Context: an optimization exercise on an open-source flow, tuned for a short achievable clock period and few clock cycles. The choices shown serve that exercise and are no tape-out recipe. Only simulation tests tie the RTL to the original design; equivalence was not proved. Power and IR drop assume default switching activity.

==> inputs of build 54 <==
## cpu
module cpu (
    input         clk,
    input         reset_n,
    input         mmu_mem_ready,
    input [31:0]  mmu_data_out,
    output        mmu_write_enable,
    output        mmu_read_enable,
    output        mmu_mem_signed_read,
    output [ 1:0] mmu_mem_data_width,
    output [31:0] mmu_address,
    output [31:0] mmu_data_in,
    output wire [31:0] uart_data,
    output        rf_write_enable,
    output [ 4:0] rf_write_reg,
    output [31:0] rf_write_data
);
    assign mmu_write_enable = 1'b0;
    assign mmu_read_enable = 1'b1;
    assign mmu_mem_signed_read = 1'b0;
    assign mmu_mem_data_width = 2'b11;
    assign mmu_data_in = 32'b0;
    localparam NB = 16;         
    reg  [7:0] f_idx;           
    reg        f_first;         
    reg  [7:0] o_addr;          
    reg        d_valid;
    reg  [7:0] d_idx;
    reg        d_hit;           
    reg  [1:0] d_ctr;
    reg        e_valid;
    reg        j_mis;           
    reg  [7:0] j_tgt;           
    reg  [7:0] e_idx;
    reg  [21:0] e_hi;           
    reg  [21:0] e_hi_inc;       
    reg         hq_v;           
    reg  [21:0] hq_jalr, hq_tgt, hq_seq;
    reg         hq_jr, hq_tk;
    reg  [31:0] e_a, e_b, e_imm;
    reg  [31:0] e_an, e_bn;     
    reg  [4:0] e_rd;
    reg        e_writes;
    reg        e_const;         
    reg        e_csmall;        
    reg  [4:0] e_lreg;          
    reg  [3:0] initv [1:31];    
    reg  [31:1] initv_ok;
    reg        u_iw, u_ismall;  
    reg  [4:0] u_ird;
    reg  [3:0] u_ival;
    reg  [9:0] e_cimm;          
    reg  [9:0] e_sel;
    reg        e_arith;
    reg        e_is_br, e_is_jal, e_is_jalr, e_ret;
    reg        e_c_eq, e_c_lt, e_c_ltu, e_inv;    
    reg        e_x1, e_x0;      
    reg  [7:0] e_tgt, e_r1, e_r0, e_pn, e_seq;
    reg        e_c10;           
    reg        e_cseq;          
    reg        e_hit;
    reg  [1:0] e_ctr;
    reg        w_we_n;
    reg  [4:0] w_rd_n;
    reg [31:0] w_res_n;
    reg        o_we;
    reg  [4:0] o_rd;
    reg [31:0] o_res;
    reg [31:0] uart_q;
    reg  [7:0] ras;             
    reg        u_v;             
    reg  [7:0] u_idx, u_tgt;
  ...
clock: 6.7 ns
lec_check: 0
abc_clock_period_in_ps: 2400
cap_margin: 20
core_margin: 2
core_utilization: 40
place_density: 0.5
setup_slack_margin: 4.3
slew_margin: 20
standard.sh (not shown) runs the stock make flow with config.mk's settings and CLKGATE_MAP_FILE= SYNTH_SCRIPT=/design/flow/synth_recipe.tcl, a recipe that flattens the netlist after the stock synthesis.
==> flow/flow/run.sh <==
#!/bin/bash
# Layout flow: the standard flow (standard.sh) with two changes in
# synthesis, both after the register mapping, which stays the standard flow's own:
#  - ABC maps the logic with flow/abc_map.script (delay-oriented standard-cell
#    mapping) in place of ORFS's abc_speed.script;
#  - flow/upsize.tcl sets the combinational cells of drive strength 0 and 1
#    to drive strength 2 (same function and pins), so that the weakest cells
#    do not drive the longer wires.
# Every later step of the layout is the standard flow's own. Each tool's output goes to
# the ORFS logs under orfs/logs; make's own output goes to own_flow.log.
set -euo pipefail
W=$(pwd)
F=$W/flow
tail -n 1 "$W/synth_recipe.tcl" | grep -q '^write_verilog'
{
  echo 'proc abc {args} {'
  echo '  set i [lsearch $args -script]'
  echo "  if {\$i >= 0} { lset args [expr {\$i+1}] {$F/abc_map.script} }"
  echo '  yosys abc {*}$args'
  echo '}'
  head -n -1 "$W/synth_recipe.tcl"
  echo "source {$F/upsize.tcl}"
  tail -n 1 "$W/synth_recipe.tcl"
} > "$W/own_synth.tcl"
sed "s#SYNTH_SCRIPT=[^ ]*#SYNTH_SCRIPT=$W/own_synth.tcl#" "$W/standard.sh" > "$W/own_standard.sh"
grep -q "SYNTH_SCRIPT=$W/own_synth.tcl" "$W/own_standard.sh"
bash "$W/own_standard.sh" > "$W/own_flow.log" 2>&1
Other scripts of this flow, unchanged in this note and not shown: flow/flow/abc_map.script, flow/flow/upsize.tcl
==> trial 6 (differences from build 54) <==
--- a/flow/design.v
+++ b/flow/design.v
@@ -163,17 +163,10 @@
     reg  [31:0] e_a, e_b, e_imm;
     reg  [31:0] e_an, e_bn;     
     reg  [4:0] e_rd;
     reg        e_writes;
     reg        e_const;         
-    reg        e_csmall;        
-    reg  [4:0] e_lreg;          
-    reg  [3:0] initv [1:31];    
-    reg  [31:1] initv_ok;
-    reg        u_iw, u_ismall;  
-    reg  [4:0] u_ird;
-    reg  [3:0] u_ival;
     reg  [9:0] e_cimm;          
     reg  [9:0] e_sel;
     reg        e_arith;
     reg        e_is_br, e_is_jal, e_is_jalr, e_ret;
     reg        e_c_eq, e_c_lt, e_c_ltu, e_inv;    
@@ -363,12 +356,11 @@
         end
     end
     wire e_alloc = e_m == {NB{1'b0}};
     wire [3:0] e_iter_inc = (e_iter_cur == 4'hf) ? 4'hf : e_iter_cur + 4'd1;
     wire [3:0] e_iter_t = e_alloc ? 4'd1 : e_iter_inc;
-    wire [3:0] e_seed = (e_lreg != 5'd0 && initv_ok[e_lreg]) ? initv[e_lreg] : 4'd0;
-    wire [3:0] e_trip_t = e_alloc ? e_seed : e_trip_cur;
+    wire [3:0] e_trip_t = e_alloc ? 4'd0 : e_trip_cur;
     wire [3:0] e_trip_n = e_alloc ? 4'd1 : (e_iter_cur == 4'hf) ? 4'd0 : e_iter_inc;
     wire e_lv_t = e_imm[31] && e_trip_t != 4'd0;            
     wire e_lv_n = e_imm[31] && e_trip_n != 4'd0;
     wire e_lt_t = ({1'b0, e_iter_t} + 5'd1) < {1'b0, e_trip_t};    
     wire e_lt_n = 4'd1 < e_trip_n;
@@ -407,12 +399,10 @@
             hq_v <= 1'b0;
             ras <= 8'd0;
             u_v <= 1'b0;
             btb_v <= {NB{1'b0}};
             btb_ptr <= 4'd0;
-            initv_ok <= 31'd0;
-            u_iw <= 1'b0;
             u_en <= {NB{1'b0}};
         end else begin
             f_first <= 1'b0;
             o_addr <= f_next;
             d_valid <= d_valid_next;
@@ -426,13 +416,10 @@
                 e_hi_inc <= (hq_jr ? hq_jalr : hq_tk ? hq_tgt : hq_seq) + 22'd1;
             end
             if (d_valid && (d_is_jal || d_is_jalr) && d_rd == 5'd1)
                 ras <= d_seq;
             u_v <= e_ctl;
-            u_iw <= e_wr && e_const;
-            if (u_iw)
-                initv_ok[u_ird] <= u_ismall;
             if (e_ctl && e_m == {NB{1'b0}})
                 btb_ptr <= btb_ptr + 4'd1;
             for (k = 0; k < NB; k = k + 1)
                 if (u_en[k])
                     btb_v[k] <= 1'b1;
@@ -452,17 +439,10 @@
         e_imm <= d_is_jal ? imm_j : d_is_br ? imm_b : imm_i;
         e_rd <= d_rd;
         e_writes <= d_writes;
         e_const <= d_is_opi && f3 == 3'b000 && d_rs1 == 5'd0;
         e_cimm <= imm_i[9:0];
-        e_csmall <= imm_i[11:4] == 8'd0 && imm_i[3:0] != 4'd0;
-        e_lreg <= (d_rs2 == 5'd0) ? d_rs1 : (d_rs1 == 5'd0) ? d_rs2 : 5'd0;
-        u_ird <= e_rd;
-        u_ival <= e_cimm[3:0];
-        u_ismall <= e_csmall;
-        if (u_iw && u_ismall)
-            initv[u_ird] <= u_ival;
         e_sel <= d_sel;
         e_arith <= ir[30];
         e_is_br <= d_is_br;
         e_is_jal <= d_is_jal;
         e_is_jalr <= d_is_jalr;
- PLACE_DENSITY: 0.5 -> 0.45
==> trial 39 (differences from build 54) <==
--- a/flow/design.v
+++ b/flow/design.v
@@ -163,17 +163,10 @@
     reg  [31:0] e_a, e_b, e_imm;
     reg  [31:0] e_an, e_bn;     
     reg  [4:0] e_rd;
     reg        e_writes;
     reg        e_const;         
-    reg        e_csmall;        
-    reg  [4:0] e_lreg;          
-    reg  [3:0] initv [1:31];    
-    reg  [31:1] initv_ok;
-    reg        u_iw, u_ismall;  
-    reg  [4:0] u_ird;
-    reg  [3:0] u_ival;
     reg  [9:0] e_cimm;          
     reg  [9:0] e_sel;
     reg        e_arith;
     reg        e_is_br, e_is_jal, e_is_jalr, e_ret;
     reg        e_c_eq, e_c_lt, e_c_ltu, e_inv;    
@@ -363,12 +356,11 @@
         end
     end
     wire e_alloc = e_m == {NB{1'b0}};
     wire [3:0] e_iter_inc = (e_iter_cur == 4'hf) ? 4'hf : e_iter_cur + 4'd1;
     wire [3:0] e_iter_t = e_alloc ? 4'd1 : e_iter_inc;
-    wire [3:0] e_seed = (e_lreg != 5'd0 && initv_ok[e_lreg]) ? initv[e_lreg] : 4'd0;
-    wire [3:0] e_trip_t = e_alloc ? e_seed : e_trip_cur;
+    wire [3:0] e_trip_t = e_alloc ? 4'd0 : e_trip_cur;
     wire [3:0] e_trip_n = e_alloc ? 4'd1 : (e_iter_cur == 4'hf) ? 4'd0 : e_iter_inc;
     wire e_lv_t = e_imm[31] && e_trip_t != 4'd0;            
     wire e_lv_n = e_imm[31] && e_trip_n != 4'd0;
     wire e_lt_t = ({1'b0, e_iter_t} + 5'd1) < {1'b0, e_trip_t};    
     wire e_lt_n = 4'd1 < e_trip_n;
@@ -407,12 +399,10 @@
             hq_v <= 1'b0;
             ras <= 8'd0;
             u_v <= 1'b0;
             btb_v <= {NB{1'b0}};
             btb_ptr <= 4'd0;
-            initv_ok <= 31'd0;
-            u_iw <= 1'b0;
             u_en <= {NB{1'b0}};
         end else begin
             f_first <= 1'b0;
             o_addr <= f_next;
             d_valid <= d_valid_next;
@@ -426,13 +416,10 @@
                 e_hi_inc <= (hq_jr ? hq_jalr : hq_tk ? hq_tgt : hq_seq) + 22'd1;
             end
             if (d_valid && (d_is_jal || d_is_jalr) && d_rd == 5'd1)
                 ras <= d_seq;
             u_v <= e_ctl;
-            u_iw <= e_wr && e_const;
-            if (u_iw)
-                initv_ok[u_ird] <= u_ismall;
             if (e_ctl && e_m == {NB{1'b0}})
                 btb_ptr <= btb_ptr + 4'd1;
             for (k = 0; k < NB; k = k + 1)
                 if (u_en[k])
                     btb_v[k] <= 1'b1;
@@ -452,17 +439,10 @@
         e_imm <= d_is_jal ? imm_j : d_is_br ? imm_b : imm_i;
         e_rd <= d_rd;
         e_writes <= d_writes;
         e_const <= d_is_opi && f3 == 3'b000 && d_rs1 == 5'd0;
         e_cimm <= imm_i[9:0];
-        e_csmall <= imm_i[11:4] == 8'd0 && imm_i[3:0] != 4'd0;
-        e_lreg <= (d_rs2 == 5'd0) ? d_rs1 : (d_rs1 == 5'd0) ? d_rs2 : 5'd0;
-        u_ird <= e_rd;
-        u_ival <= e_cimm[3:0];
-        u_ismall <= e_csmall;
-        if (u_iw && u_ismall)
-            initv[u_ird] <= u_ival;
         e_sel <= d_sel;
         e_arith <= ir[30];
         e_is_br <= d_is_br;
         e_is_jal <= d_is_jal;
         e_is_jalr <= d_is_jalr;
==> trial 51 (differences from build 54) <==
--- a/flow/design.v
+++ b/flow/design.v
@@ -159,20 +159,18 @@
     reg  [21:0] e_hi_inc;       
     reg         hq_v;           
     reg  [21:0] hq_jalr, hq_tgt, hq_seq;
     reg         hq_jr, hq_tk;
     reg  [31:0] e_a, e_b, e_imm;
-    reg  [31:0] e_an, e_bn;     
     reg  [4:0] e_rd;
     reg        e_writes;
     reg        e_const;         
     reg        e_csmall;        
     reg  [4:0] e_lreg;          
     reg  [3:0] initv [1:31];    
     reg  [31:1] initv_ok;
     reg        u_iw, u_ismall;  
-    reg  [4:0] u_ird;
     reg  [3:0] u_ival;
     reg  [9:0] e_cimm;          
     reg  [9:0] e_sel;
     reg        e_arith;
     reg        e_is_br, e_is_jal, e_is_jalr, e_ret;
@@ -188,10 +186,11 @@
     reg [31:0] w_res_n;
     reg        o_we;
     reg  [4:0] o_rd;
     reg [31:0] o_res;
     reg [31:0] uart_q;
+    reg [31:0] x5_n;            
     reg  [7:0] ras;             
     reg        u_v;             
     reg  [7:0] u_idx, u_tgt;
     reg        u_ret, u_br, u_hit, u_tk, u_back;
     reg  [1:0] u_ctr;
@@ -269,14 +268,16 @@
     );
     wire byp1 = e_wr && e_rd == d_rs1;
     wire byp2 = e_wr && e_rd == d_rs2 && !d_is_opi;
     wire byp1_w = w_we && w_rd == d_rs1;
     wire byp2_w = w_we && w_rd == d_rs2;
-    wire [31:0] rf1w = byp1_w ? w_res : rf1;
-    wire [31:0] rf2w = byp2_w ? w_res : rf2;
-    wire [31:0] d_a = res_a | ({32{!byp1}} & rf1w);
-    wire [31:0] d_b = res_b | ({32{!byp2 && !d_is_opi}} & rf2w) | ({32{d_is_opi}} & imm_i);
+    wire keep1 = !byp1 && !byp1_w;
+    wire wsel1 = !byp1 && byp1_w;
+    wire keep2 = !byp2 && !byp2_w && !d_is_opi;
+    wire wsel2 = !byp2 && byp2_w && !d_is_opi;
+    wire [31:0] d_a = res_a | ({32{keep1}} & rf1) | ({32{wsel1}} & w_res);
+    wire [31:0] d_b = res_b | ({32{keep2}} & rf2) | ({32{wsel2}} & w_res) | ({32{d_is_opi}} & imm_i);
     wire [7:0] d_seq = d_idx + 8'd1;
     wire [7:0] delta = f_idx - d_idx;
     wire [8:0] d_tgt_b = {1'b0, d_idx} + {1'b0, imm_b[9:2]};
     wire [8:0] d_tgt_j = {1'b0, d_idx} + {1'b0, imm_j[9:2]};
     wire [7:0] d_tgt = d_is_jal ? d_tgt_j[7:0] : d_tgt_b[7:0];
@@ -317,12 +318,12 @@
     alu_module alu (
         .alu_sel(e_sel),
         .alu_arith(e_arith),
         .alu_input_a(e_a),
         .alu_input_b(e_b),
-        .alu_other_a(~e_an),
-        .alu_other_b(~e_bn),
+        .alu_other_a(e_a),
+        .alu_other_b(e_b),
         .alu_link(link),
         .alu_lt(lt),
         .alu_ltu(ltu),
         .alu_gate_a(byp1),
         .alu_gate_b(byp2),
@@ -364,23 +365,27 @@
     end
     wire e_alloc = e_m == {NB{1'b0}};
     wire [3:0] e_iter_inc = (e_iter_cur == 4'hf) ? 4'hf : e_iter_cur + 4'd1;
     wire [3:0] e_iter_t = e_alloc ? 4'd1 : e_iter_inc;
     wire [3:0] e_seed = (e_lreg != 5'd0 && initv_ok[e_lreg]) ? initv[e_lreg] : 4'd0;
-    wire [3:0] e_trip_t = e_alloc ? e_seed : e_trip_cur;
+    wire [3:0] e_trip_t = e_alloc ? 4'd0 : e_trip_cur;    
     wire [3:0] e_trip_n = e_alloc ? 4'd1 : (e_iter_cur == 4'hf) ? 4'd0 : e_iter_inc;
     wire e_lv_t = e_imm[31] && e_trip_t != 4'd0;            
     wire e_lv_n = e_imm[31] && e_trip_n != 4'd0;
     wire e_lt_t = ({1'b0, e_iter_t} + 5'd1) < {1'b0, e_trip_t};    
     wire e_lt_n = 4'd1 < e_trip_n;
     reg  [3:0] u_iter_t, u_trip_t, u_trip_n;
     reg        u_lv_t, u_lv_n, u_lt_t, u_lt_n;
+    reg  [3:0] u_seed;
+    wire [3:0] trip_t = u_alloc ? u_seed : u_trip_t;
+    wire lv_t = u_alloc ? (u_back && u_seed != 4'd0) : u_lv_t;
+    wire lt_t = u_alloc ? (u_seed > 4'd2) : u_lt_t;
     reg  [7:0] u_seq;
     wire [3:0] iter_new = u_tk ? u_iter_t : 4'd0;
-    wire [3:0] trip_new = u_tk ? u_trip_t : u_trip_n;
-    wire lv = u_tk ? u_lv_t : u_lv_n;
-    wire lt_ = u_tk ? u_lt_t : u_lt_n;
+    wire [3:0] trip_new = u_tk ? trip_t : u_trip_n;
+    wire lv = u_tk ? lv_t : u_lv_n;
+    wire lt_ = u_tk ? lt_t : u_lt_n;
     wire pred_tk = !u_br || (lv ? lt_ : ctr_new[1]);
     wire [7:0] nxt_new = pred_tk ? u_tgt : u_seq;
     wire [7:0] f_other = (d_valid && d_redir_t) ? d_tgt : (d_valid && d_redir_r) ? d_rtgt : f_pred;
     wire mis1 = ev && e_x1, mis0 = ev && e_x0;
     wire m1 = mis1 || f_first || j_mis;
@@ -427,12 +432,13 @@
             end
             if (d_valid && (d_is_jal || d_is_jalr) && d_rd == 5'd1)
                 ras <= d_seq;
             u_v <= e_ctl;
             u_iw <= e_wr && e_const;
-            if (u_iw)
-                initv_ok[u_ird] <= u_ismall;
+            for (k = 1; k < 32; k = k + 1)
+                if (u_iw && w_rd == k)
+                    initv_ok[k] <= u_ismall;
             if (e_ctl && e_m == {NB{1'b0}})
                 btb_ptr <= btb_ptr + 4'd1;
             for (k = 0; k < NB; k = k + 1)
                 if (u_en[k])
                     btb_v[k] <= 1'b1;
@@ -445,24 +451,22 @@
         d_hit <= f_hit;
         d_ctr <= f_ctr;
         e_idx <= d_idx;
         e_a <= d_a;
         e_b <= d_b;
-        e_an <= ~d_a;
-        e_bn <= ~d_b;
         e_imm <= d_is_jal ? imm_j : d_is_br ? imm_b : imm_i;
         e_rd <= d_rd;
         e_writes <= d_writes;
         e_const <= d_is_opi && f3 == 3'b000 && d_rs1 == 5'd0;
         e_cimm <= imm_i[9:0];
         e_csmall <= imm_i[11:4] == 8'd0 && imm_i[3:0] != 4'd0;
         e_lreg <= (d_rs2 == 5'd0) ? d_rs1 : (d_rs1 == 5'd0) ? d_rs2 : 5'd0;
-        u_ird <= e_rd;
-        u_ival <= e_cimm[3:0];
+        u_ival <= e_cimm[3:0];      
         u_ismall <= e_csmall;
-        if (u_iw && u_ismall)
-            initv[u_ird] <= u_ival;
+        for (k = 1; k < 32; k = k + 1)
+            if (u_iw && u_ismall && w_rd == k)
+                initv[k] <= u_ival;
         e_sel <= d_sel;
         e_arith <= ir[30];
         e_is_br <= d_is_br;
         e_is_jal <= d_is_jal;
         e_is_jalr <= d_is_jalr;
@@ -496,12 +500,13 @@
         e_ctr <= d_ctr;
         w_rd_n <= ~e_rd;
         w_res_n <= ~res;
         o_rd <= e_rd;
         o_res <= res;
-        if (o_we && o_rd == 5'd5)
-            uart_q <= o_res;
+        uart_q <= (w_we && w_rd == 5'd5) ? w_res : ~x5_n;
+        if (w_we && w_rd == 5'd5)
+            x5_n <= ~w_res;
         u_idx <= e_idx;
         u_alloc <= e_m == {NB{1'b0}};
         e_m <= d_m;
         e_iter_cur <= d_iter_cur;
         e_trip_cur <= d_trip_cur;
@@ -509,10 +514,11 @@
         u_trip_t <= e_trip_t;
         u_trip_n <= e_trip_n;
         u_lv_t <= e_lv_t;
         u_lv_n <= e_lv_n;
         u_lt_t <= e_lt_t;
+        u_seed <= e_seed;
         u_lt_n <= e_lt_n;
         u_seq <= e_seq;
         u_ret <= e_ret;
         u_ctr <= e_ctr;
         u_hit <= e_hit;
==> run summary <==
Critical path
The most critical setup path has its startpoint at mmu_data_out[20].

Global routing
The maximum number of pins on one net before global-route repair is 66. In the global route stage, overall resource usage came out at 36.0%. The number of antenna violations at the first check in global routing was 20.

Clock network
The clock-pin slew reported for the worst setup and hold paths after clock tree synthesis is around 60 ps. The depth of the CTS H-tree is 4.

Timing
The clock period could shrink to between 3000 and 4000 ps.

Worst hold path
The start point of the worst hold path is e_hit$_DFF_P_.

Pwr
Per report_power, the Clock row totals 13.4 mW. The cell area power density is 266 mW/mm2.

Status
The flow ran to the end and the layout has no timing, DRC or antenna violations.

Drt
After detailed routing, the met2 layer carries roughly 250 mm of wire.

Place
Before CTS, the worst setup slack after placement is 936 ps.
Source of the figures above: trial 39

==> run summary <==
Clock network
The clock-pin slew reported for the worst setup and hold paths after clock tree synthesis is about 70 ps. The H-tree was split into 5 levels.

Global routing
The number of antenna violations at the first check in global routing is 32. Entering global routing, the biggest net connects 59 pins.

Timing
The shortest clock period the worst path allows after layout is ~2900 ps. The hold violation total from the final report is 0.

Worst hold path
The worst hold path begins at e_idx[1]$_DFF_P_.

Cells and area
Leaving out the clock tree, the finished layout contains a buffer count of 1719.

Pwr
The clock network power is roughly 15 mW. For this design the ratio of total power to cell area is roughly 270 mW/mm2.

Status
The run finished with no timing, DRC or antenna violations.

Critical path
Measured in cells, the most critical reg-to-reg path has a length of 15. The worst setup path startpoint is o_addr[7]$_DFF_PN0_.

Drt
Wire segments on met2 add up to 275 mm in the final route.

Place
The pre-CTS setup slack is roughly 1000 ps.
Source of the figures above: trial 51

==> run summary <==
Clock network
The clock-pin slew reported for the worst setup and hold paths after clock tree synthesis is about 60 ps. The clock tree synthesis step divided the H-tree into 4 levels.

Pwr
Dividing total power by cell area gives a power density of about 270 mW/mm2. The clock network power is around 14 mW.

Timing
The shortest clock period the worst path allows after layout is about 3200 ps.

Status
The run finished with no timing, DRC or antenna violations.

Global routing
Entering global routing, the biggest net connects 66 pins. The number of antenna violations at the first check in global routing is 11.

Worst hold path
The start point of the worst hold path is e_idx[5]$_DFF_P_.

Drt
The amount of wire on met2 after detailed routing is 262 mm.

Critical path
The critical path starts at mmu_data_out[20].

Cells and area
The top cell types in the final layout, fill and taps aside, are sky130_fd_sc_hd__nand2_2, sky130_fd_sc_hd__edfxtp_1, sky130_fd_sc_hd__clkinv_1.
Source of the figures above: trial 6

==> run summary <==
Global routing
Entering global routing, the biggest net connects between 70 and 80 pins. The number of antenna violations at the first check in global routing came to 17. The global-route usage over all layers is 34.9%.

Pwr
In this run switching power makes up a little over a third of total power. The cell area power density is between 200 and 300 mW/mm2.

Place
Routability-driven placement finished with a final weighted congestion of 0.955. The pre-CTS setup slack is around 920 ps.

Status
The flow ran to the end and the layout has no timing, DRC or antenna violations.

Critical path
The critical path goes through clkinv_8 > buf_4 > nand3_4 > xor2_4 > nor2_4 > buf_4 > buf_4 > nand2_2 > ha_2 > nand4_2 > nor3_2 > o21bai_2 > nor3_4 > nand2_2 > nor2_4 > buf_6 > nand2_2 > mux2i_1 > clkinv_1. The worst setup path startpoint is o_rd[0]$_DFF_P_.

Cells and area
The flip-flop count of the largest register after layout is around 1000.

Clock network
After clock tree synthesis, the clock-pin slew on the worst setup and hold paths is 60 ps.

Timing
In this run the tightest slew margin relative to its limit is 21.8%.

Drt
The amount of wire on met2 after detailed routing is ~270 mm.

Worst hold path
The start point of the worst hold path is e_idx[5]$_DFF_P_.
Source of the figures above: build 54

Testbench counts of build 54, summed over its fixed seeds: cycles 32,674.
Testbench counts of trial 6, summed over its fixed seeds: cycles 33,670.
Testbench counts of trial 39, summed over its fixed seeds: cycles 33,670.
Testbench counts of trial 51, summed over its fixed seeds: cycles 32,674.

## port drivers added, routing unchanged
How much do the figures lean on ideal ports? The routed layouts below were timed once more, with nothing changed but the port constraints. Step 1, drivers: a clkbuf_16 drives clk and a buf_2 each remaining input, both assumed. Step 2 moves the port delays by t, midway between the first and last clock arrival at a register: inputs arrive t later, outputs are due t later. That takes back most of the time a late clock gives input paths. Three values: ideal ports, drivers, drivers and shift; two values: the first two.
| run | t, ns | setup WS [ns] | worst data-port slew with drivers (ns) |
|---|---|---|---|
| build 54 | 1.022 | 3.593 / 3.509 / 2.649 | 0.29 |
| trial 6 | 1.019 | 3.486 / 3.446 / 2.427 | 0.24 |
| trial 39 | 1.042 | 3.684 / 3.654 / 2.692 | 0.20 |
| trial 51 | 1.020 | 3.763 / 3.653 / 2.819 | 0.19 |
After both steps every run listed still meets setup and hold. For trial 6, which loses most, drivers alone change the setup slack by -0.040 ns; drivers and shift together by -1.059 ns.
